This design comes from an exercise in tuning for small area and a short achievable clock period on the open sky130 flow, not from production work. The RTL was checked by simulation tests, not by an equivalence proof against the original design.

===== design/flow/run.sh =====
#!/bin/bash
# synth_recipe.tcl (not shown) runs the flow's synth.tcl, then flattens the netlist and writes it again
# the make line also repeats each setting of config.mk as NAME=value (left out here)
make -C /OpenROAD-flow-scripts/flow DESIGN_CONFIG=/design/flow/config.mk WORK_HOME=/design/flow/orfs CLKGATE_MAP_FILE= SYNTH_SCRIPT=/design/flow/synth_recipe.tcl finish

===== design/flow/config.mk =====
export PLATFORM = sky130hd
export DESIGN_NAME = lc4_processor
export DESIGN_NICKNAME = lc4_processor
export VERILOG_FILES = /design/flow/design.v
export SDC_FILE = /design/flow/constraint.sdc
export NUM_CORES = 4
export LEC_CHECK = 0
export CAP_MARGIN = 20
export CORE_MARGIN = 2
export CORE_UTILIZATION = 40
export SLEW_MARGIN = 20

===== design/flow/constraint.sdc =====
create_clock -name core_clock -period 40.0 [get_ports {clk}]
set_input_delay 8.0000 -clock core_clock [delete_from_list [all_inputs] [get_ports {clk}]]
set_output_delay 8.0000 -clock core_clock [all_outputs]
set_load 0.01 [all_outputs]

===== design/flow/design.v =====
`timescale 1ns / 1ps
`default_nettype none
module Nbit_reg #(parameter n=1, r=0)
   (input  wire [n-1:0] in,
    output wire [n-1:0] out,
    input  wire         clk,
    input  wire         we,
    input  wire         gwe,
    input  wire         rst
    );
   reg [n-1:0] state;
   assign out = state;
   always @(posedge clk) 
     begin 
       if (gwe & rst) 
         state <= r;
       else if (gwe & we) 
         state <= in; 
     end
endmodule
module gp1(input wire a, b,
           output wire g, p);
   assign g = a & b;
   assign p = a | b;
endmodule
module gp4(input wire [3:0] gin, pin,
           input wire cin,
           output wire gout, pout,
           output wire [2:0] cout);
    assign pout = (& pin);
    assign cout[0] = gin[0] | pin[0] & cin;
    assign cout[1] = gin[1] | pin[1] & gin[0] | pin[1] & pin[0] & cin;
    assign cout[2] = gin[2] | pin[2] & gin[1] | pin[2] & pin[1] & gin[0] | pin[2] & pin[1] & pin[0] & cin;
    assign gout = gin[3] | pin[3] & gin[2] | pin[3] & pin[2] & gin[1] | pin[3] & pin[2] & pin[1] & gin[0];
endmodule
module cla16
  (input wire [15:0]  a, b,
   input wire         cin,
   output wire [15:0] sum);
	wire [15:0] g,p,cout;
	wire [3:0] gout;
	wire [3:0] pout;
	wire gtemp;
	genvar i; 
	for (i=0; i<16; i = i+1) begin
		gp1 f(.a(a[i]), .b(b[i]), .g(g[i]), .p(p[i]));
	end
	assign cout[0] = cin;
	gp4 h(.gin(g[3:0]), .pin(p[3:0]), .cin(cin), .gout(gout[0]), .pout(pout[0]), .cout(cout[3:1]));
	assign cout[4] = gout[0] | p[3] & p[2] & p[1] & p[0] & cin;
	gp4 h1(.gin(g[7:4]), .pin(p[7:4]), .cin(gout[0] | p[3] & p[2] & p[1] & p[0] & cin), .gout(gout[1]), .pout(pout[1]), .cout(cout[7:5]));
	assign cout[8] = gout[1] | p[7] & p[6] &p[5] & p[4] & cout[4];
	gp4 h2(.gin(g[11:8]), .pin(p[11:8]), .cin(gout[1] | p[7] & p[6] & p[5] & p[4] & cout[4]), .gout(gout[2]), .pout(pout[2]), 
.cout(cout[11:9]));
	assign cout[12] = gout[2]| p[11] & p[10] & p[9] & p[8] & cout[8];
	gp4 h3(.gin(g[15:12]), .pin(p[15:12]), .cin(gout[2] | p[11] & p[10] & p[9] & p[8] & cout[8]), .gout(gout[3]), .pout(pout[3]), 
.cout(cout[15:13]));
	assign sum = a ^ b ^ cout;
endmodule
`timescale 1ns / 1ps
`default_nettype none
module lc4_divider(input  wire [15:0] i_dividend,
                   input  wire [15:0] i_divisor,
                   output wire [15:0] o_remainder,
                   output wire [15:0] o_quotient);
      wire [15:0] temp_dividend[16:0];
      wire [15:0] temp_quotient[16:0];
      wire [15:0] temp_remainder[16:0];
      assign temp_quotient[0] = 16'd0;
      assign temp_remainder[0] = 16'd0;
      assign temp_dividend[0] = i_dividend;
      genvar i;
        for (i = 0; i < 16; i = i + 1) begin
          lc4_divider_one_iter l(.i_dividend(temp_dividend[i]),
                                 .i_divisor(i_divisor),
                                 .i_remainder(temp_remainder[i]),
                                 .i_quotient(temp_quotient[i]),
                                 .o_dividend(temp_dividend[i+1]),
                                 .o_remainder(temp_remainder[i+1]),
                                 .o_quotient(temp_quotient[i+1]));
        end
      assign o_remainder = temp_remainder[16];
      assign o_quotient = temp_quotient[16];
endmodule  
module lc4_divider_one_iter(input  wire [15:0] i_dividend,
                            input  wire [15:0] i_divisor,
                            input  wire [15:0] i_remainder,
                            input  wire [15:0] i_quotient,
                            output wire [15:0] o_dividend,
                            output wire [15:0] o_remainder,
                            output wire [15:0] o_quotient);
      wire [15:0] remainder_temp, quotient_temp, computed_remainder, computed_quotient;
      assign remainder_temp = (i_dividend >> 15 & 1'b1) | i_remainder << 1;
      assign computed_remainder = (remainder_temp < i_divisor) ? remainder_temp : remainder_temp - i_divisor;
      assign quotient_temp = i_quotient << 1;
      assign computed_quotient = (remainder_temp < i_divisor) ? quotient_temp : quotient_temp | 1'b1;
      assign o_remainder = (i_divisor == 0) ? 1'b0 : computed_remainder;
      assign o_quotient = (i_divisor == 0) ? 1'b0 : computed_quotient;
      assign o_dividend = i_dividend << 1;
endmodule
`timescale 1ns / 1ps
`default_nettype none
module cla_box(input  wire [15:0] i_insn,
               input wire [15:0]  i_pc,
               input wire [15:0]  i_r1data,
               input wire [15:0]  i_r2data,
               output wire [15:0] cla_output);
    wire [15:0] insn_4, insn_5, insn_8, insn_10, inv_rt;
    assign insn_4 = { {11{i_insn[4]}}, i_insn[4:0] }; 
    assign insn_5 = { {10{i_insn[5]}}, i_insn[5:0] }; 
    assign insn_8 = { {8{i_insn[8]}}, i_insn[8:0] }; 
    assign insn_10 = { {6{i_insn[10]}}, i_insn[10:0] }; 
    assign inv_rt = ~i_r2data;
    wire [15:0] carry_in;
    assign carry_in = i_insn[15:12] == 4'b0000 || i_insn[15:12] == 4'b0100 || i_insn[15:12] == 4'b1100 || i_insn[15:12] == 4'b1111 || 
i_insn[15:12] == 4'b0001 && i_insn[5:3] == 3'b010 ? 1'b1 : 1'b0;
    wire [15:0] cla_a_in;
    assign cla_a_in = i_insn[15:12] == 4'b0000 || i_insn[15:12] == 4'b0100 || i_insn[15:12] == 4'b1100 || i_insn[15:12] == 4'b1111 ? i_pc : 
i_r1data;
    wire [15:0] cla_b_in;
    wire [7:0] check;
    assign check[0] = i_insn[15:12] == 4'b0000 ? 1'b1 : 1'b0;  
    assign check[1] = i_insn[15:12] == 4'b0001 && i_insn[5:3] == 3'b000 ? 1'b1 : 1'b0;  
    assign check[2] = i_insn[15:12] == 4'b0001 && i_insn[5:3] == 3'b010 ? 1'b1 : 1'b0;  
    assign check[3] = i_insn[15:12] == 4'b0001 && i_insn[5] == 1'b1 ? 1'b1 : 1'b0;  
    assign check[4] = i_insn[15:12] == 4'b0100 ? 1'b1 : 1'b0;  
    assign check[5] = i_insn[15:12] == 4'b0110 || i_insn[15:12] == 4'b0111 ? 1'b1 : 1'b0;  
    assign check[6] = i_insn[15:12] == 4'b1100 ? 1'b1 : 1'b0;  
    assign check[7] = i_insn[15:12] == 4'b1111 ? 1'b1 : 1'b0;  
    wire [15:0] lev1_1, lev1_2, lev1_3, lev1_4;
    assign lev1_1 = check[0] ? insn_8 : i_r2data;
    assign lev1_2 = check[2] ? inv_rt : insn_4;
    assign lev1_3 = check[4] ? 1'b0 : insn_5;
    assign lev1_4 = check[6] ? insn_10 : 1'b0;
    wire [15:0] lev2_1, lev2_2;
    assign lev2_1 = check[0] || check[1] ? lev1_1 : lev1_2;
    assign lev2_2 = check[4] || check[5] ? lev1_3 : lev1_4;
    assign cla_b_in = check[0] || check[1] || check[2] || check[3] ? lev2_1 : lev2_2;
    cla16 cla(.a(cla_a_in), .b(cla_b_in), .cin(carry_in), .sum(cla_output));
endmodule
module lc4_alu(input  wire [15:0] i_insn,
               input wire [15:0]  i_pc,
               input wire [15:0]  i_r1data,
               input wire [15:0]  i_r2data,
               output wire [15:0] o_result);
      wire [15:0] and_o, andi_o, or_o, not_o, xor_o;
      wire [15:0] mul_o, div_o;
      wire [15:0] mod_o, sll_o, srl_o, sra_o, const_o, hiconst_o, cmp, cmpu, cmpi, cmpiu, trap_o, jsr_o;
      wire [15:0] cla_output;
      assign and_o = i_r1data & i_r2data;
      assign andi_o = i_r1data & { {11{i_insn[4]}}, i_insn[4:0] };
      assign or_o = i_r1data | i_r2data;
      assign xor_o = i_r1data ^ i_r2data;
      assign not_o = ~i_r1data;
      assign mul_o = i_r1data * i_r2data;
      lc4_divider a(.i_dividend(i_r1data), .i_divisor(i_r2data), .o_remainder(mod_o), .o_quotient(div_o));
      cla_box c(.i_insn(i_insn), .i_pc(i_pc), .i_r1data(i_r1data), .i_r2data(i_r2data), .cla_output(cla_output));
      wire signed [15:0] signed_shift;
      assign signed_shift = i_r1data;
      assign sll_o = i_r1data << i_insn[3:0];
      assign srl_o = i_r1data >> i_insn[3:0];
      assign sra_o = signed_shift >>> i_insn[3:0];
      assign const_o = { {7{i_insn[8]}}, i_insn[8:0] };
      assign hiconst_o = (i_r1data & 16'hFF) | (i_insn[7:0] << 4'h8);
      wire signed [15:0] signed_rs, signed_rt, signed_imm7;
      assign signed_rs = i_r1data;
      assign signed_rt = i_r2data;
      wire [15:0] imm7;
      assign imm7 = { {9{1'b0}}, i_insn[6:0] };
      assign signed_imm7 = { {9{i_insn[6]}}, i_insn[6:0] };
      assign cmpu = i_r1data < i_r2data ? 16'b1111111111111111 : (i_r1data > i_r2data ? 1'b1 : 1'b0);
      assign cmp = signed_rs < signed_rt ? 16'b1111111111111111 : (signed_rs > signed_rt ? 1'b1 : 1'b0);
      assign cmpiu = i_r1data < imm7 ? 16'b1111111111111111 : (i_r1data > imm7 ? 1'b1 : 1'b0);
      assign cmpi = signed_rs < signed_imm7 ? 16'b1111111111111111 : (signed_rs > signed_imm7 ? 1'b1 : 1'b0);
      assign trap_o = (16'b1000000000000000 | i_insn[7:0]);
      assign jsr_o = (i_pc & 16'b1000000000000000) | (i_insn[10:0] << 3'b100);
      wire [22:0] mux_ch;
	  assign mux_ch[0] = (i_insn[15:12] == 4'b0000 || (i_insn[15:12] == 4'b0001 && (i_insn[5:3] != 3'b001 && i_insn[5:3] != 3'b011)) || 
i_insn[15:12] == 4'b0110 || i_insn[15:12] == 4'b0111 || i_insn[15:11] == 5'b11001) ? 1'b1 : 1'b0;  
	  assign mux_ch[1] = i_insn[15:12] == 4'b0101 && i_insn[5:3] == 3'b000 ? 1'b1 : 1'b0;  
	  assign mux_ch[2] = i_insn[15:12] == 4'b0101 && i_insn[5:3] == 3'b001 ? 1'b1 : 1'b0;  
	  assign mux_ch[3] = i_insn[15:12] == 4'b0101 && i_insn[5:3] == 3'b010 ? 1'b1 : 1'b0;  
	  assign mux_ch[4] = i_insn[15:12] == 4'b0101 && i_insn[5:3] == 3'b011 ? 1'b1 : 1'b0;  
	  assign mux_ch[5] = i_insn[15:12] == 4'b0101 && i_insn[5] == 1'b1 ? 1'b1 : 1'b0;  
	  assign mux_ch[6] = i_insn[15:12] == 4'b0001 && i_insn[5:3] == 3'b001 ? 1'b1 : 1'b0;  
	  assign mux_ch[7] = i_insn[15:12] == 4'b0001 && i_insn[5:3] == 3'b011 ? 1'b1 : 1'b0;  
	  assign mux_ch[8] = i_insn[15:12] == 4'b1010 && i_insn[5:4] == 2'b00 ? 1'b1 : 1'b0;  
	  assign mux_ch[9] = i_insn[15:12] == 4'b1010 && i_insn[5:4] == 2'b01 ? 1'b1 : 1'b0;  
	  assign mux_ch[10] = i_insn[15:12] == 4'b1010 && i_insn[5:4] == 2'b10 ? 1'b1 : 1'b0;  
	  assign mux_ch[11] = i_insn[15:12] == 4'b1010 && i_insn[5:4] == 2'b11 ? 1'b1 : 1'b0;  
	  assign mux_ch[12] = i_insn[15:12] == 4'b0010 && i_insn[8:7] == 2'b00 ? 1'b1 : 1'b0;  
	  assign mux_ch[13] = i_insn[15:12] == 4'b0010 && i_insn[8:7] == 2'b01 ? 1'b1 : 1'b0;  
	  assign mux_ch[14] = i_insn[15:12] == 4'b0010 && i_insn[8:7] == 2'b10 ? 1'b1 : 1'b0;  
	  assign mux_ch[15] = i_insn[15:12] == 4'b0010 && i_insn[8:7] == 2'b11 ? 1'b1 : 1'b0;  
	  assign mux_ch[16] = i_insn[15:12] == 4'b1001 ? 1'b1 : 1'b0;  
	  assign mux_ch[17] = i_insn[15:12] == 4'b1101 ? 1'b1 : 1'b0;  
	  assign mux_ch[18] = i_insn[15:12] == 4'b1000 ? 1'b1 : 1'b0;  
	  assign mux_ch[19] = i_insn[15:11] == 5'b11000 ? 1'b1 : 1'b0;  
	  assign mux_ch[20] = i_insn[15:12] == 4'b1111 ? 1'b1 : 1'b0;  
	  assign mux_ch[21] = i_insn[15:11] == 5'b01000 ? 1'b1 : 1'b0;  
	  assign mux_ch[22] = i_insn[15:11] == 5'b01001 ? 1'b1 : 1'b0;  
	  wire [15:0] lev1_1, lev1_2, lev1_3, lev1_4, lev1_5, lev1_6, lev1_7, lev1_8, lev1_9, lev1_10, lev1_11;
      assign lev1_1 = mux_ch[0] ? cla_output : and_o;
      assign lev1_2 = mux_ch[2] ? not_o : or_o;
      assign lev1_3 = mux_ch[4] ? xor_o : andi_o;
      assign lev1_4 = mux_ch[6] ? mul_o : div_o;
      assign lev1_5 = mux_ch[8] ? sll_o : sra_o;
      assign lev1_6 = mux_ch[10] ? srl_o : mod_o;
      assign lev1_7 = mux_ch[12] ? cmp : cmpu; 
      assign lev1_8 = mux_ch[14] ? cmpi : cmpiu;
      assign lev1_9 = mux_ch[16] ? const_o : hiconst_o;
      assign lev1_10 = mux_ch[18] ? i_r1data : i_r1data;  
      assign lev1_11 = mux_ch[21] ? i_r1data : jsr_o;
      wire [15:0] lev2_1, lev2_2, lev2_3, lev2_4;
      assign lev2_1 = mux_ch[0] || mux_ch[1] ? lev1_1 : lev1_2;
      assign lev2_2 = mux_ch[4] || mux_ch[5] ? lev1_3 : lev1_4;
      assign lev2_3 = mux_ch[8] || mux_ch[9] ? lev1_5 : lev1_6;
      assign lev2_4 = mux_ch[12] || mux_ch[13] ? lev1_7 : lev1_8;
      wire [15:0] lev3_1, lev3_2;
      assign lev3_1 = mux_ch[0] || mux_ch[1] || mux_ch[2] || mux_ch[3] ? lev2_1 : lev2_2;
      assign lev3_2 = mux_ch[8] || mux_ch[9] || mux_ch[10] || mux_ch[11] ? lev2_3 : lev2_4;
      wire [15:0] final_1, final_2, final_3, final_4;
      assign final_1 = mux_ch[0] || mux_ch[1] || mux_ch[2] || mux_ch[3] || mux_ch[4] || mux_ch[5] || mux_ch[6] || mux_ch[7] ? lev3_1 : lev3_2;
      assign final_2 = mux_ch[18] || mux_ch[19] ? lev1_10 : final_1;
      assign final_3 = mux_ch[20] ? trap_o : final_2;
      assign final_4 = mux_ch[21] || mux_ch[22] ? lev1_11 : final_3;
      assign o_result = mux_ch[16] || mux_ch[17] ? lev1_9 : final_4;
endmodule
`timescale 1ns / 1ps
`default_nettype none
module lc4_decoder(input  wire [15:0] insn,                
                   output wire [ 2:0] r1sel,               
                   output wire        r1re,                
                   output wire [ 2:0] r2sel,               
                   output wire        r2re,                
                   output wire [ 2:0] wsel,                
                   output wire        regfile_we,          
                   output wire        nzp_we,              
                   output wire        select_pc_plus_one,  
                   output wire        is_load,             
                   output wire        is_store,            
                   output wire        is_branch,           
                   output wire        is_control_insn      
                   );
   wire [3:0] opcode = insn[15:12];
   assign     is_branch = (opcode == 4'b0000 & insn != 0);
   wire       is_arith = (opcode == 4'b0001);
   wire       is_add = (is_arith & (insn[5:3] == 3'b000));
   wire       is_mul = (is_arith & (insn[5:3] == 3'b001));
   wire       is_sub = (is_arith & (insn[5:3] == 3'b010));
   wire       is_div = (is_arith & (insn[5:3] == 3'b011));
   wire       is_addi = (is_arith & insn[5]);
   wire       is_compare = (opcode == 4'b0010);
   wire       is_cmp = (is_compare & (insn[8:7] == 2'b00));
   wire       is_cmpu = (is_compare & (insn[8:7] == 2'b01));
   wire       is_cmpi = (is_compare & (insn[8:7] == 2'b10));
   wire       is_cmpiu = (is_compare & (insn[8:7] == 2'b11));
   wire       is_jsr = (insn[15:11] == 5'b01001);
   wire       is_jsrr = (insn[15:11] == 5'b01000);
   wire       is_logic = (opcode == 4'b0101);
   wire       is_and = (is_logic & (insn[5:3] == 3'b000));
   wire       is_not = (is_logic & (insn[5:3] == 3'b001));
   wire       is_or = (is_logic & (insn[5:3] == 3'b010));
   wire       is_xor = (is_logic & (insn[5:3] == 3'b011));
   wire       is_andi = (is_logic & insn[5]);
   wire       is_ldr = (opcode == 4'b0110);
   wire       is_str = (opcode == 4'b0111);
   wire       is_rti = (opcode == 4'b1000);
   wire       is_const = (opcode == 4'b1001);
   wire       is_shift = (opcode == 4'b1010);
   wire       is_sll = (is_shift & (insn[5:4] == 2'b00));
   wire       is_sra = (is_shift & (insn[5:4] == 2'b01));
   wire       is_srl = (is_shift & (insn[5:4] == 2'b10));
   wire       is_mod = (is_shift & (insn[5:4] == 2'b11));
   wire       is_jmpr = (insn[15:11] == 5'b11000);
   wire       is_jmp = (insn[15:11] == 5'b11001);
   wire       is_hiconst = (opcode == 4'b1101);
   wire       is_trap = (opcode == 4'b1111);
   assign r1sel = (is_compare | is_hiconst) ? insn[11:9] :   
                  (is_rti) ? 3'd7 : insn[8:6];
   assign r1re = is_arith | 
                 is_compare | 
                 is_jsrr | 
                 is_logic | 
                 is_ldr | 
                 is_str | 
                 is_rti | 
                 is_shift | 
                 is_jmpr |
                 is_hiconst
                 ;
   assign r2sel = (is_str) ? insn[11:9] : insn[2:0];  
   assign r2re = is_add | is_mul |  is_sub | is_div |
                 is_cmp | is_cmpu |
                 is_and | is_or | is_xor |
                 is_str |
                 is_mod;
   assign wsel = (is_jsr | is_jsrr | is_trap) ? 3'd7 : insn[11:9];   
   assign regfile_we = is_arith | is_jsr | is_jsrr | is_logic | is_ldr | is_const | is_shift | is_hiconst | is_trap;
   assign nzp_we = regfile_we | is_compare;
   assign select_pc_plus_one = is_trap | is_jsrr | is_jsr;
   assign is_load = is_ldr;
   assign is_store = is_str;
   assign is_control_insn =  is_jsr | is_jsrr | is_rti | is_jmpr | is_jmp | is_trap;
endmodule
`timescale 1ns / 1ps
`default_nettype none
module lc4_regfile #(parameter n = 16)
        (input wire clk,
        input wire gwe,
        input wire rst,
        input wire [2:0] i_rs,          
        output wire [n-1:0] o_rs_data,  
        input wire [2:0] i_rt,          
        output wire [n-1:0] o_rt_data,  
        input wire [2:0] i_rd,          
        input wire [n-1:0] i_wdata,     
        input wire i_rd_we              
        );
    wire [n-1:0] r0v, r1v, r2v, r3v, r4v, r5v, r6v, r7v;
    Nbit_reg #(n) r0 (.in(i_wdata), .out(r0v), .clk(clk), .we((i_rd == 3'd0) & i_rd_we), .gwe(gwe), .rst(rst));
    Nbit_reg #(n) r1 (.in(i_wdata), .out(r1v), .clk(clk), .we((i_rd == 3'd1) & i_rd_we), .gwe(gwe), .rst(rst));
    Nbit_reg #(n) r2 (.in(i_wdata), .out(r2v), .clk(clk), .we((i_rd == 3'd2) & i_rd_we), .gwe(gwe), .rst(rst));
    Nbit_reg #(n) r3 (.in(i_wdata), .out(r3v), .clk(clk), .we((i_rd == 3'd3) & i_rd_we), .gwe(gwe), .rst(rst));
    Nbit_reg #(n) r4 (.in(i_wdata), .out(r4v), .clk(clk), .we((i_rd == 3'd4) & i_rd_we), .gwe(gwe), .rst(rst));
    Nbit_reg #(n) r5 (.in(i_wdata), .out(r5v), .clk(clk), .we((i_rd == 3'd5) & i_rd_we), .gwe(gwe), .rst(rst));
    Nbit_reg #(n) r6 (.in(i_wdata), .out(r6v), .clk(clk), .we((i_rd == 3'd6) & i_rd_we), .gwe(gwe), .rst(rst));
    Nbit_reg #(n) r7 (.in(i_wdata), .out(r7v), .clk(clk), .we((i_rd == 3'd7) & i_rd_we), .gwe(gwe), .rst(rst));
    Nbit_mux8to1 mux1 (.sel(i_rs), .ins0(r0v), .ins1(r1v), .ins2(r2v), .ins3(r3v), .ins4(r4v), .ins5(r5v), .ins6(r6v), .ins7(r7v), 
.mux_output(o_rs_data));
    Nbit_mux8to1 mux2 (.sel(i_rt), .ins0(r0v), .ins1(r1v), .ins2(r2v), .ins3(r3v), .ins4(r4v), .ins5(r5v), .ins6(r6v), .ins7(r7v), 
.mux_output(o_rt_data));
endmodule
module Nbit_mux8to1(input wire [2:0] sel,
                    input wire [15:0] ins0,
                    input wire [15:0] ins1,
                    input wire [15:0] ins2,
                    input wire [15:0] ins3,
                    input wire [15:0] ins4,
                    input wire [15:0] ins5,
                    input wire [15:0] ins6,
                    input wire [15:0] ins7,
                    output reg [15:0] mux_output); 
    always @(ins0 or ins1 or ins2 or ins3 or ins4 or ins5 or ins6 or ins7 or sel) 
        begin 
        case (sel) 
        3'b000 : mux_output = ins0; 
        3'b001 : mux_output = ins1; 
        3'b010 : mux_output = ins2; 
        3'b011 : mux_output = ins3; 
        3'b100 : mux_output = ins4; 
        3'b101 : mux_output = ins5; 
        3'b110 : mux_output = ins6; 
        3'b111 : mux_output = ins7; 
        default : mux_output = 16'bx; 
        endcase 
    end 
endmodule 
`timescale 1ns / 1ps
`default_nettype none
module lc4_processor
   (input  wire        clk,                 
    input wire         rst,  
    input wire         gwe,  
    output wire [15:0] o_cur_pc,  
    input wire [15:0]  i_cur_insn,  
    output wire [15:0] o_dmem_addr,  
    input wire [15:0]  i_cur_dmem_data,  
    output wire        o_dmem_we,  
    output wire [15:0] o_dmem_towrite,  
    output wire [1:0]  test_stall,  
    output wire [15:0] test_cur_pc,  
    output wire [15:0] test_cur_insn,  
    output wire        test_regfile_we,  
    output wire [2:0]  test_regfile_wsel,  
    output wire [15:0] test_regfile_data,  
    output wire        test_nzp_we,  
    output wire [2:0]  test_nzp_new_bits,  
    output wire        test_dmem_we,  
    output wire [15:0] test_dmem_addr,  
    output wire [15:0] test_dmem_data  
    );
   wire [15:0]   pc;       
   wire [15:0]   next_pc;  
   Nbit_reg #(16, 16'h8200) pc_reg (.in(next_pc), .out(pc), .clk(clk), .we(1'b1), .gwe(gwe), .rst(rst));
   assign o_cur_pc = pc;
   wire [2:0] r1sel, r2sel, wsel;
   wire r1we, r2we, regfile_we, nzp_we, select_pc_plus_one, is_load, is_store, is_branch, is_control_insn;
   lc4_decoder d (.insn(i_cur_insn),
                  .r1sel(r1sel),
                  .r1re(r1we),
                  .r2sel(r2sel),
                  .r2re(r2we),
                  .wsel(wsel),
                  .regfile_we(regfile_we),
                  .nzp_we(nzp_we),
                  .select_pc_plus_one(select_pc_plus_one),
                  .is_load(is_load),
                  .is_store(is_store),
                  .is_branch(is_branch),
                  .is_control_insn(is_control_insn));
   wire [15:0]   reg_insn_pc_out, reg_insn_ir_out;
   wire [2:0] reg_insn_r1sel_out, reg_insn_r2sel_out, reg_insn_wsel_out;
   wire [1:0] reg_insn_stall_out;
   wire reg_insn_we_out, reg_insn_is_load_out, reg_insn_is_store_out, reg_insn_is_branch_out, reg_insn_nzp_we_out, branch_stall;
   Nbit_reg #(16, 16'h8200) reg_insn_pc (.in(pc), .out(reg_insn_pc_out), .clk(clk), .we(1'b1), .gwe(gwe), .rst(rst));
   Nbit_reg #(16, 16'h0000) reg_insn_ir (.in(branch_stall ? 16'h0000 : i_cur_insn), .out(reg_insn_ir_out), .clk(clk), .we(1'b1), .gwe(gwe), .rst(rst));
   Nbit_reg #(3, 3'h000) reg_insn_r1sel (.in(r1sel), .out(reg_insn_r1sel_out), .clk(clk), .we(1'b1), .gwe(gwe), .rst(rst));
   Nbit_reg #(3, 3'h000) reg_insn_r2sel (.in(r2sel), .out(reg_insn_r2sel_out), .clk(clk), .we(1'b1), .gwe(gwe), .rst(rst));
   Nbit_reg #(3, 3'h000) reg_insn_wsel (.in(wsel), .out(reg_insn_wsel_out), .clk(clk), .we(1'b1), .gwe(gwe), .rst(rst));
   Nbit_reg #(1, 1'h0) reg_insn_regfile_we (.in(branch_stall ? 1'h0 : regfile_we), .out(reg_insn_we_out), .clk(clk), .we(1'b1), .gwe(gwe), .rst(rst));
   Nbit_reg #(1, 1'h0) reg_insn_nzp_we (.in(branch_stall ? 1'h0 : nzp_we), .out(reg_insn_nzp_we_out), .clk(clk), .we(1'b1), .gwe(gwe), .rst(rst));
   Nbit_reg #(1, 1'h0) reg_insn_is_load (.in(is_load), .out(reg_insn_is_load_out), .clk(clk), .we(1'b1), .gwe(gwe), .rst(rst));
   Nbit_reg #(1, 1'h0) reg_insn_is_store (.in(is_store), .out(reg_insn_is_store_out), .clk(clk), .we(1'b1), .gwe(gwe), .rst(rst));
   Nbit_reg #(1, 1'h0) reg_insn_is_branch (.in(is_branch), .out(reg_insn_is_branch_out), .clk(clk), .we(1'b1), .gwe(gwe), .rst(rst));
   Nbit_reg #(2, 2'b10) reg_insn_stall (.in(branch_stall ? 2'b10 : 2'b00), .out(reg_insn_stall_out), .clk(clk), .we(1'b1), .gwe(gwe), .rst(rst));
   wire [15:0] reg_rs_out, reg_rt_out, reg_rd_out, rs_wd_bypassed, rt_wd_bypassed, pred_cur_alu_insn;
   wire should_wx_bypass_rs, should_wx_bypass_rt, should_wd_bypass_rs, should_wd_bypass_rt;
   lc4_regfile regFile(.clk(clk),
                       .gwe(gwe),
                       .rst(rst),
                       .i_rs(reg_insn_r1sel_out),
                       .o_rs_data(reg_rs_out),
                       .i_rt(reg_insn_r2sel_out),
                       .o_rt_data(reg_rt_out),
                       .i_rd(reg_w_wsel_out),
                       .i_wdata(test_regfile_data),
                       .i_rd_we(reg_w_we_out));
   assign rs_wd_bypassed = should_wd_bypass_rs ? test_regfile_data : reg_rs_out;
   assign rt_wd_bypassed = should_wd_bypass_rt ? test_regfile_data : reg_rt_out;  
   wire [15:0]   reg_alu_pc_out, reg_alu_ir_out, reg_alu_rs_out, reg_alu_rt_out;
   wire [2:0] reg_alu_r1sel_out, reg_alu_r2sel_out, reg_alu_wsel_out;
   wire [1:0] reg_alu_stall_out;
   wire reg_alu_is_load_out, reg_alu_is_store_out, reg_alu_is_branch_out, reg_alu_we_out, reg_alu_nzp_we_out;
   Nbit_reg #(16, 16'h8200) reg_alu_pc (.in(reg_insn_pc_out), .out(reg_alu_pc_out), .clk(clk), .we(1'b1), .gwe(gwe), .rst(rst));
   Nbit_reg #(16, 16'h0000) reg_alu_ir (.in(branch_stall ? 16'h0000 : reg_insn_ir_out), .out(reg_alu_ir_out), .clk(clk), .we(1'b1), .gwe(gwe), .rst(rst));
   Nbit_reg #(16, 16'h0000) reg_alu_rs (.in(rs_wd_bypassed), .out(reg_alu_rs_out), .clk(clk), .we(1'b1), .gwe(gwe), .rst(rst));
   Nbit_reg #(16, 16'h0000) reg_alu_rt (.in(rt_wd_bypassed), .out(reg_alu_rt_out), .clk(clk), .we(1'b1), .gwe(gwe), .rst(rst));
   Nbit_reg #(3, 3'h000) reg_alu_r1sel (.in(reg_insn_r1sel_out), .out(reg_alu_r1sel_out), .clk(clk), .we(1'b1), .gwe(gwe), .rst(rst));
   Nbit_reg #(3, 3'h000) reg_alu_r2sel (.in(reg_insn_r2sel_out), .out(reg_alu_r2sel_out), .clk(clk), .we(1'b1), .gwe(gwe), .rst(rst));
   Nbit_reg #(3, 3'h000) reg_alu_wsel (.in(reg_insn_wsel_out), .out(reg_alu_wsel_out), .clk(clk), .we(1'b1), .gwe(gwe), .rst(rst));
   Nbit_reg #(1, 1'h0) reg_alu_regfile_we (.in(branch_stall ? 1'h0 : reg_insn_we_out), .out(reg_alu_we_out), .clk(clk), .we(1'b1), .gwe(gwe), .rst(rst));
   Nbit_reg #(1, 1'h0) reg_alu_nzp_we (.in(branch_stall ? 1'h0 : reg_insn_nzp_we_out), .out(reg_alu_nzp_we_out), .clk(clk), .we(1'b1), .gwe(gwe), .rst(rst));
   Nbit_reg #(1, 1'h0) reg_alu_is_load (.in(reg_insn_is_load_out), .out(reg_alu_is_load_out), .clk(clk), .we(1'b1), .gwe(gwe), .rst(rst));
   Nbit_reg #(1, 1'h0) reg_alu_is_store (.in(reg_insn_is_store_out), .out(reg_alu_is_store_out), .clk(clk), .we(1'b1), .gwe(gwe), .rst(rst));
   Nbit_reg #(1, 1'h0) reg_alu_is_branch (.in(reg_insn_is_branch_out), .out(reg_alu_is_branch_out), .clk(clk), .we(1'b1), .gwe(gwe), .rst(rst));
   Nbit_reg #(2, 2'b10) reg_alu_stall (.in(branch_stall ? 2'b10 : reg_insn_stall_out), .out(reg_alu_stall_out), .clk(clk), .we(1'b1), .gwe(gwe), .rst(rst));
  wire [15:0] alu_out, rs_mx_bypassed, rt_mx_bypassed, pred_cur_mem_insn;
  wire should_mx_bypass_rs, should_mx_bypass_rt, should_branch;
  assign rs_mx_bypassed = should_mx_bypass_rs ? reg_mem_alu_out : (should_wx_bypass_rs ? reg_w_alu_out  : reg_alu_rs_out);
  assign rt_mx_bypassed = should_mx_bypass_rt ? reg_mem_alu_out : (should_wx_bypass_rt ? reg_w_alu_out  : reg_alu_rt_out);   
  lc4_alu alu (.i_insn(reg_alu_ir_out),
               .i_pc(reg_alu_pc_out),
               .i_r1data(rs_mx_bypassed),
               .i_r2data(rt_mx_bypassed),
               .o_result(alu_out));
  wire [2:0] nzp_bypass, nzp_mem_bypass, nzp_mem_bypass_val;
  assign nzp_mem_bypass_val = $signed(reg_mem_alu_out) < $signed(16'b0) ? 3'b100 : ($signed(reg_mem_alu_out) > $signed(16'b0) ? 3'b001 : 3'b010);
  assign nzp_mem_bypass = (reg_alu_is_branch_out & reg_w_nzp_we_out) ? test_nzp_new_bits : nzp_reg_out;
  assign nzp_bypass = (reg_alu_is_branch_out & reg_mem_nzp_we_out) ? nzp_mem_bypass_val : nzp_mem_bypass;
  assign should_branch = reg_alu_is_branch_out && (reg_alu_ir_out[11] & nzp_bypass[2]) | (reg_alu_ir_out[10] & nzp_bypass[1]) | (reg_alu_ir_out[9] & nzp_bypass[0]);
  assign branch_stall = should_branch || reg_alu_ir_out[15:12] == 4'b1111 || reg_alu_ir_out[15:12] == 4'b1100 || reg_alu_ir_out[15:12] == 4'b1000 || reg_alu_ir_out[15:12] == 4'b0100;
  wire [15:0] pc_offset, pc_branch_adjust, imm9, imm11, next_pc_temp_branch, next_pc_temp_rs, next_pc_temp_rti, next_pc_temp_final;
  assign imm9 = {{7{reg_alu_ir_out[8]}}, reg_alu_ir_out[8:0]};
  assign imm11 = {{5{reg_alu_ir_out[10]}}, reg_alu_ir_out[10:0]};
  assign pc_offset = should_branch ? imm9 : (reg_alu_ir_out[15:11] == 5'b11001 ? imm11 : 16'b0);
  cla16 pc_cla_a (.a(pc_offset), .b(branch_stall ? 16'hFFFE : 1'b0), .cin(1'd0), .sum(pc_branch_adjust));
  cla16 pc_cla (.a(o_cur_pc), .b(pc_branch_adjust), .cin(1'd1), .sum(next_pc_temp_branch));
  assign next_pc_temp_rs =  (reg_alu_ir_out[15:11] == 5'b11000 || reg_alu_ir_out[15:11] == 5'b01000) ? rs_mx_bypassed : next_pc_temp_branch;
  assign next_pc_temp_rti = (reg_alu_ir_out[15:12] == 4'b1111 ||  reg_alu_ir_out[15:11] == 5'b01001) ? alu_out : next_pc_temp_rs;
  assign next_pc_temp_final = (reg_alu_ir_out[15:12] == 4'b1000) ? rs_mx_bypassed : next_pc_temp_rti;
  assign next_pc = next_pc_temp_final;
  wire [15:0]   reg_mem_pc_out, reg_mem_ir_out, reg_mem_alu_out, reg_mem_rt_out, reg_mem_rs_out;
  wire [2:0] reg_mem_r1sel_out, reg_mem_r2sel_out, reg_mem_wsel_out;
  wire [1:0] reg_mem_stall_out;
  wire reg_mem_is_load_out, reg_mem_is_store_out, reg_mem_is_branch_out, reg_mem_we_out, reg_mem_nzp_we_out;
  Nbit_reg #(16, 16'h8200) reg_mem_pc (.in(reg_alu_pc_out), .out(reg_mem_pc_out), .clk(clk), .we(1'b1), .gwe(gwe), .rst(rst));
  Nbit_reg #(16, 16'h0000) reg_mem_ir (.in(reg_alu_ir_out), .out(reg_mem_ir_out), .clk(clk), .we(1'b1), .gwe(gwe), .rst(rst));
  Nbit_reg #(16, 16'h0000) reg_mem_alu (.in(alu_out), .out(reg_mem_alu_out), .clk(clk), .we(1'b1), .gwe(gwe), .rst(rst));
  Nbit_reg #(16, 16'h0000) reg_mem_rs (.in(reg_alu_rs_out), .out(reg_mem_rs_out), .clk(clk), .we(1'b1), .gwe(gwe), .rst(rst));
  Nbit_reg #(16, 16'h0000) reg_mem_rt (.in(reg_alu_rt_out), .out(reg_mem_rt_out), .clk(clk), .we(1'b1), .gwe(gwe), .rst(rst));
  Nbit_reg #(3, 3'h000) reg_mem_r1sel (.in(reg_alu_r1sel_out), .out(reg_mem_r1sel_out), .clk(clk), .we(1'b1), .gwe(gwe), .rst(rst));
  Nbit_reg #(3, 3'h000) reg_mem_r2sel (.in(reg_alu_r2sel_out), .out(reg_mem_r2sel_out), .clk(clk), .we(1'b1), .gwe(gwe), .rst(rst));
  Nbit_reg #(3, 3'h000) reg_mem_wsel (.in(reg_alu_wsel_out), .out(reg_mem_wsel_out), .clk(clk), .we(1'b1), .gwe(gwe), .rst(rst));
  Nbit_reg #(1, 1'h0) reg_mem_nzp_we (.in(reg_alu_nzp_we_out), .out(reg_mem_nzp_we_out), .clk(clk), .we(1'b1), .gwe(gwe), .rst(rst));
  Nbit_reg #(1, 1'h0) reg_mem_regfile_we (.in(reg_alu_we_out), .out(reg_mem_we_out), .clk(clk), .we(1'b1), .gwe(gwe), .rst(rst));
  Nbit_reg #(1, 1'h0) reg_mem_is_load (.in(reg_alu_is_load_out), .out(reg_mem_is_load_out), .clk(clk), .we(1'b1), .gwe(gwe), .rst(rst));
  Nbit_reg #(1, 1'h0) reg_mem_is_store (.in(reg_alu_is_store_out), .out(reg_mem_is_store_out), .clk(clk), .we(1'b1), .gwe(gwe), .rst(rst));
  Nbit_reg #(1, 1'h0) reg_mem_is_branch (.in(reg_alu_is_branch_out), .out(reg_mem_is_branch_out), .clk(clk), .we(1'b1), .gwe(gwe), .rst(rst));
  Nbit_reg #(2, 2'b10) reg_mem_stall (.in(reg_alu_stall_out), .out(reg_mem_stall_out), .clk(clk), .we(1'b1), .gwe(gwe), .rst(rst));
  assign should_mx_bypass_rs = (reg_alu_r1sel_out == reg_mem_wsel_out && reg_mem_we_out && reg_mem_stall_out == 1'b0) ? 1'b1 : 1'b0;
  assign should_mx_bypass_rt = (reg_alu_r2sel_out == reg_mem_wsel_out && reg_mem_we_out && reg_mem_stall_out == 1'b0) ? 1'b1 : 1'b0;
  wire [15:0] temp_dmem_data; 
  assign o_dmem_we = reg_mem_ir_out[15:12] == 4'b0111 ? 1'b1 : 1'b0;
  assign o_dmem_addr = reg_mem_is_load_out || reg_mem_is_store_out ? reg_mem_alu_out : 16'b0;
  assign o_dmem_towrite = reg_mem_is_store_out ? reg_mem_rt_out : 16'b0;
  assign temp_dmem_data = reg_mem_is_load_out ? i_cur_dmem_data : (reg_mem_is_store_out ? reg_mem_rt_out : 16'b0);
  wire [15:0]   reg_w_pc_out, reg_w_ir_out, reg_w_alu_out, reg_w_data_out, reg_w_rs_out, reg_w_data_addr_out;
  wire [2:0] reg_w_r1sel_out, reg_w_r2sel_out, reg_w_wsel_out;
  wire [1:0] reg_w_stall_out;
  wire reg_w_is_load_out, reg_w_is_branch_out, reg_w_we_out, reg_w_nzp_we_out, reg_w_dmem_we_out;
  Nbit_reg #(16, 16'h8200) reg_w_pc (.in(reg_mem_pc_out), .out(reg_w_pc_out), .clk(clk), .we(1'b1), .gwe(gwe), .rst(rst));
  Nbit_reg #(16, 16'h0000) reg_w_ir (.in(reg_mem_ir_out), .out(reg_w_ir_out), .clk(clk), .we(1'b1), .gwe(gwe), .rst(rst));
  Nbit_reg #(16, 16'h0000) reg_w_rs (.in(reg_mem_rs_out), .out(reg_w_rs_out), .clk(clk), .we(1'b1), .gwe(gwe), .rst(rst));
  Nbit_reg #(16, 16'h0000) reg_w_alu (.in(reg_mem_alu_out), .out(reg_w_alu_out), .clk(clk), .we(1'b1), .gwe(gwe), .rst(rst));
  Nbit_reg #(16, 16'h0000) reg_w_data_addr (.in(o_dmem_addr), .out(reg_w_data_addr_out), .clk(clk), .we(1'b1), .gwe(gwe), .rst(rst));
  Nbit_reg #(16, 16'h0000) reg_w_data (.in(temp_dmem_data), .out(reg_w_data_out), .clk(clk), .we(1'b1), .gwe(gwe), .rst(rst));
  Nbit_reg #(3, 3'h000) reg_w_r1sel (.in(reg_mem_r1sel_out), .out(reg_w_r1sel_out), .clk(clk), .we(1'b1), .gwe(gwe), .rst(rst));
  Nbit_reg #(3, 3'h000) reg_w_r2sel (.in(reg_mem_r2sel_out), .out(reg_w_r2sel_out), .clk(clk), .we(1'b1), .gwe(gwe), .rst(rst));
  Nbit_reg #(3, 3'h000) reg_w_wsel (.in(reg_mem_wsel_out), .out(reg_w_wsel_out), .clk(clk), .we(1'b1), .gwe(gwe), .rst(rst));
  Nbit_reg #(1, 1'h0) reg_w_nzp_we (.in(reg_mem_nzp_we_out), .out(reg_w_nzp_we_out), .clk(clk), .we(1'b1), .gwe(gwe), .rst(rst));
  Nbit_reg #(1, 1'h0) reg_w_regfile_we (.in(reg_mem_we_out), .out(reg_w_we_out), .clk(clk), .we(1'b1), .gwe(gwe), .rst(rst));
  Nbit_reg #(1, 1'h0) reg_w_is_load (.in(reg_mem_is_load_out), .out(reg_w_is_load_out), .clk(clk), .we(1'b1), .gwe(gwe), .rst(rst));
  Nbit_reg #(1, 1'h0) reg_w_is_branch (.in(reg_mem_is_branch_out), .out(reg_w_is_branch_out), .clk(clk), .we(1'b1), .gwe(gwe), .rst(rst));
  Nbit_reg #(1, 1'h0) reg_w_dmem_we (.in(o_dmem_we), .out(reg_w_dmem_we_out), .clk(clk), .we(1'b1), .gwe(gwe), .rst(rst));
  Nbit_reg #(2, 2'b10) reg_w_stall (.in(reg_mem_stall_out), .out(reg_w_stall_out), .clk(clk), .we(1'b1), .gwe(gwe), .rst(rst));
  assign should_wx_bypass_rs = (reg_alu_r1sel_out == reg_w_wsel_out && reg_w_we_out && reg_w_stall_out == 1'b0) ? 1'b1 : 1'b0;
  assign should_wx_bypass_rt = (reg_alu_r2sel_out == reg_w_wsel_out && reg_w_we_out && reg_w_stall_out == 1'b0) ? 1'b1 : 1'b0;
  assign should_wd_bypass_rs = (reg_insn_r1sel_out == reg_w_wsel_out && reg_w_we_out && reg_w_stall_out == 1'b0) ? 1'b1 : 1'b0;
  assign should_wd_bypass_rt = (reg_insn_r2sel_out == reg_w_wsel_out && reg_w_we_out && reg_w_stall_out == 1'b0) ? 1'b1 : 1'b0;
  wire [15:0] pc_plus_one;  
  cla16 pc_cla0 (.a(reg_w_pc_out), .b(16'b0), .cin(1'd1), .sum(pc_plus_one));
  assign test_regfile_data = reg_w_is_load_out ? reg_w_data_out : (reg_w_ir_out[15:12] == 4'b1111 || reg_w_ir_out[15:12] == 4'b0100 ? pc_plus_one : reg_w_alu_out);
  assign test_cur_pc = reg_w_pc_out;
  assign test_cur_insn = reg_w_ir_out;
  assign test_regfile_we = reg_w_we_out;
  assign test_regfile_wsel = reg_w_wsel_out;
  assign test_nzp_we = reg_w_nzp_we_out;
  assign test_dmem_we = reg_w_dmem_we_out;
  assign test_dmem_addr = reg_w_data_addr_out;
  assign test_dmem_data = reg_w_data_out;
  assign test_stall = reg_w_stall_out;
  wire [2:0] nzp_reg_out;
  assign test_nzp_new_bits = $signed(test_regfile_data) < $signed(16'b0) ? 3'b100 : ($signed(test_regfile_data) > $signed(16'b0) ? 3'b001 : 3'b010);
  Nbit_reg #(3) nzp_reg (.in(test_nzp_new_bits), .out(nzp_reg_out), .clk(clk), .we(reg_w_nzp_we_out), .gwe(gwe), .rst(rst));
endmodule

==> flow_metrics.env <==
export IMPL_cts_max_level=2
export IMPL_place_congestion=1.03
export IMPL_slew_violations=0
export IMPL_critPathMaxFanout=21
export IMPL_fmax_mhz=26.7
export IMPL_cp_data_required_time_ns=40.45
export IMPL_yosysSeqAreaShare=0.189
export IMPL_mostFrequentLayoutCells="671 x nor2_1, 661 x nand2_1, 456 x ha_1"
export IMPL_synth_avg_cell_area_um2=7.56
export IMPL_yosys_warnings=10
export IMPL_synthesis_area_um2=46000
export IMPL_finClkSkew_ns=0.0399
export IMPL_synth_cells=6083
export IMPL_end_kind="flip-flop"
export IMPL_cts_buffer_depth=3
export IMPL_ys_flop_type="dfxtp_1"
export IMPL_grt_max_degree=146
export IMPL_wirelength_mm=192
export IMPL_initial_core_util=0.403
export IMPL_cts_buffers=46
export IMPL_hold_viol=0
export IMPL_drive_gt1_frac=0.0816
export IMPL_wire_per_inst_um=25.2
export IMPL_grt_pass1_wl_mm=285
export IMPL_postCtsHoldBufs=0
export IMPL_fillers=11700
export IMPL_async_flop_share=0
export IMPL_period_needed_ns=37.46
export IMPL_vias=47400
export IMPL_fin_crit_sh=0.937
export IMPL_area_growth_pct=11.8
export IMPL_core_um2=114000
export IMPL_grt_ovfl_total=0
export IMPL_antenna_found_initial=4
export IMPL_placed_area_um2=49400
export IMPL_die_w_um=343
export IMPL_cp_arrival_ns=37.91
export IMPL_ys_types=112
export IMPL_worst_pin_slew_ns=1.13
export IMPL_fin_tns_setup_ns=0
export IMPL_vias_per_cell=6.21
export IMPL_final_antenna_net_count=0
export IMPL_place_port_buffers=173
export IMPL_grt_pass1_vias=44600
export IMPL_cts_root_buf="clkbuf_16"
export IMPL_crit_path_top_delay_cell="o31ai_1"
export IMPL_setup_viol=0
export IMPL_drt_iter0_markers=5021
export IMPL_cts_sinks=433
export IMPL_synth_seq_cells=433
export IMPL_cts_tree="built"
export IMPL_final_cell_area_um2=51400
export IMPL_worstSkewPairLatency_ns=0.62
export IMPL_cap_violations=0
export IMPL_clkTransAtPathRegs_ns=0.07
export IMPL_synth_edf_count=0
export IMPL_slew_headroom=0.234
export IMPL_status="complete, no violations"
export IMPL_grt_usage=0.313
export IMPL_worst_setup_path_start_kind="flip-flop"
export IMPL_mostFrequentLayoutCell="nor2_1"
export IMPL_drc=0
export IMPL_setup_ws_ns=2.54
export IMPL_die_y_um=343
export IMPL_die_area_um2=118000
export IMPL_num_nets_final=6673
export IMPL_dp_hpwl_mm=138
export IMPL_hold_class="flip-flop to flip-flop"
export IMPL_critical_path_max_stage_delay_ns=0.58
export IMPL_path_class="flip-flop to flip-flop"
export IMPL_post_place_ws_ns=0.825
export IMPL_io_pins=175
export IMPL_num_rows=124
export IMPL_dr_pass1_iters=9
[critical path, delay by kind of cell, from the launching register on]
family | cells | cell delay [ns]
compound gates | 92 | 20.69
xor+xnor | 2 | 0.35
fa+ha+maj | 15 | 5.46
buf+inv | 9 | 1.76
flops | 1 | 0.48
mux | 3 | 0.79
simple gates | 42 | 7.72
[synthesized netlist by cell type (all sizes together) (53+ instances only)]
library cell,count,area share
o2bb2ai,183,0.035
clkbuf,314,0.026
nand2,665,0.054
fa,106,0.046
a21oi,421,0.046
a31oi,59,0.0086
a22o,70,0.013
ha,456,0.12
nor2,687,0.056
a211oi,168,0.028
a21o,79,0.013
dfxtp,433,0.19
xor2,84,0.016
nor3,106,0.012
o22ai,54,0.0073
nand3,91,0.0099
inv,376,0.031
and2,54,0.0073
xnor2,157,0.030
buf,118,0.014
o21a,82,0.013
mux2i,146,0.032
a21boi,53,0.0087
o21ai,378,0.042
[logic make-up after synthesis]
logic type	after synthesis	synth area share
and+or+nand+nor	1896	0.183
AOI/OAI and AO/OA	1935	0.289
DFF	433	0.189
xor gates and xnor gates	241	0.0464
adders and majority gates	562	0.170
buffers and inverters	819	0.0710
muxes	196	0.0517
other	1	0.0000816
[stage by stage]
step	std cells	hold WS, ns	utilization
after floorplan	6090	0.423	-
after detailed placement	7526	0.438	0.433
after global placement	7526	0.437	0.433
after global routing	7625	0.469	0.450
final	7628	0.443	0.450
after CTS	7611	0.456	0.446
[final timing paths]
kind,startpoint,end,slack (ns),depth (start not counted)
worst max-delay path,reg_alu_r2sel.state[2],reg_mem_alu.state[15],2.54,163
worst min-delay path,reg_insn_ir.state[10],reg_alu_ir.state[10],0.44,1
worst max register to register,reg_alu_r2sel.state[2],reg_mem_alu.state[15],2.54,163
worst min register to register,reg_insn_ir.state[10],reg_alu_ir.state[10],0.44,1
[cell type report]
class	count	area [um2]	share of cell area
antenna	3	7.51	0.000146
clock buffer	68	1350	0.0262
clock inverter	17	191	0.00373
inverter	387	1460	0.0285
multi-input combinational	4838	34600	0.673
sequential	433	8680	0.169
tap	1512	1890	0.0368
timing repair buffer	370	3230	0.0628
[per-layer routing]
| layer | up-vias | track usage | routed length [um] |
|---|---|---|---|
| li1 | 21800 | - | - |
| met1 | 22600 | 0.419 | 79900 |
| met2 | 2418 | 0.487 | 83000 |
| met3 | 557 | 0.0501 | 17500 |
| met4 | 2 | 0.159 | 11600 |
| met5 | - | 0 | 12 |
[what timing repair did]
action,in CTS,in global routing
endpoints found under the hold margin,0,0
resized for setup,0,91
setup endpoints to repair,0,20
buffers inserted,0,14

-- static timing again, ports no longer ideal --
Ports are ideal in the flow. The routed layout listed here was re-timed in OpenROAD.
Step 1: set_driving_cell puts a clkbuf_16 on clk and a buf_2 on each other input, an assumption about the parent block.
Step 2 also shifts input and output timing later by t, the mid clock arrival at the registers, as if the neighbouring blocks saw the same clock.
Slacks: no drivers / after step 1 / after step 2; pairs: no drivers / after step 1.
t (ns): 0.665
setup WS [ns]: 2.536 / 2.536 / 2.536
hold slack, ns: 0.443 / 0.443 / 0.443
clock arrival spread, ns: 0.040 / 0.040
cell pins on the clock port's net: 1
After both steps this run still meets setup and hold. The setup slack of this run moves by 0.000 ns with the drivers and by 0.000 ns with both steps.
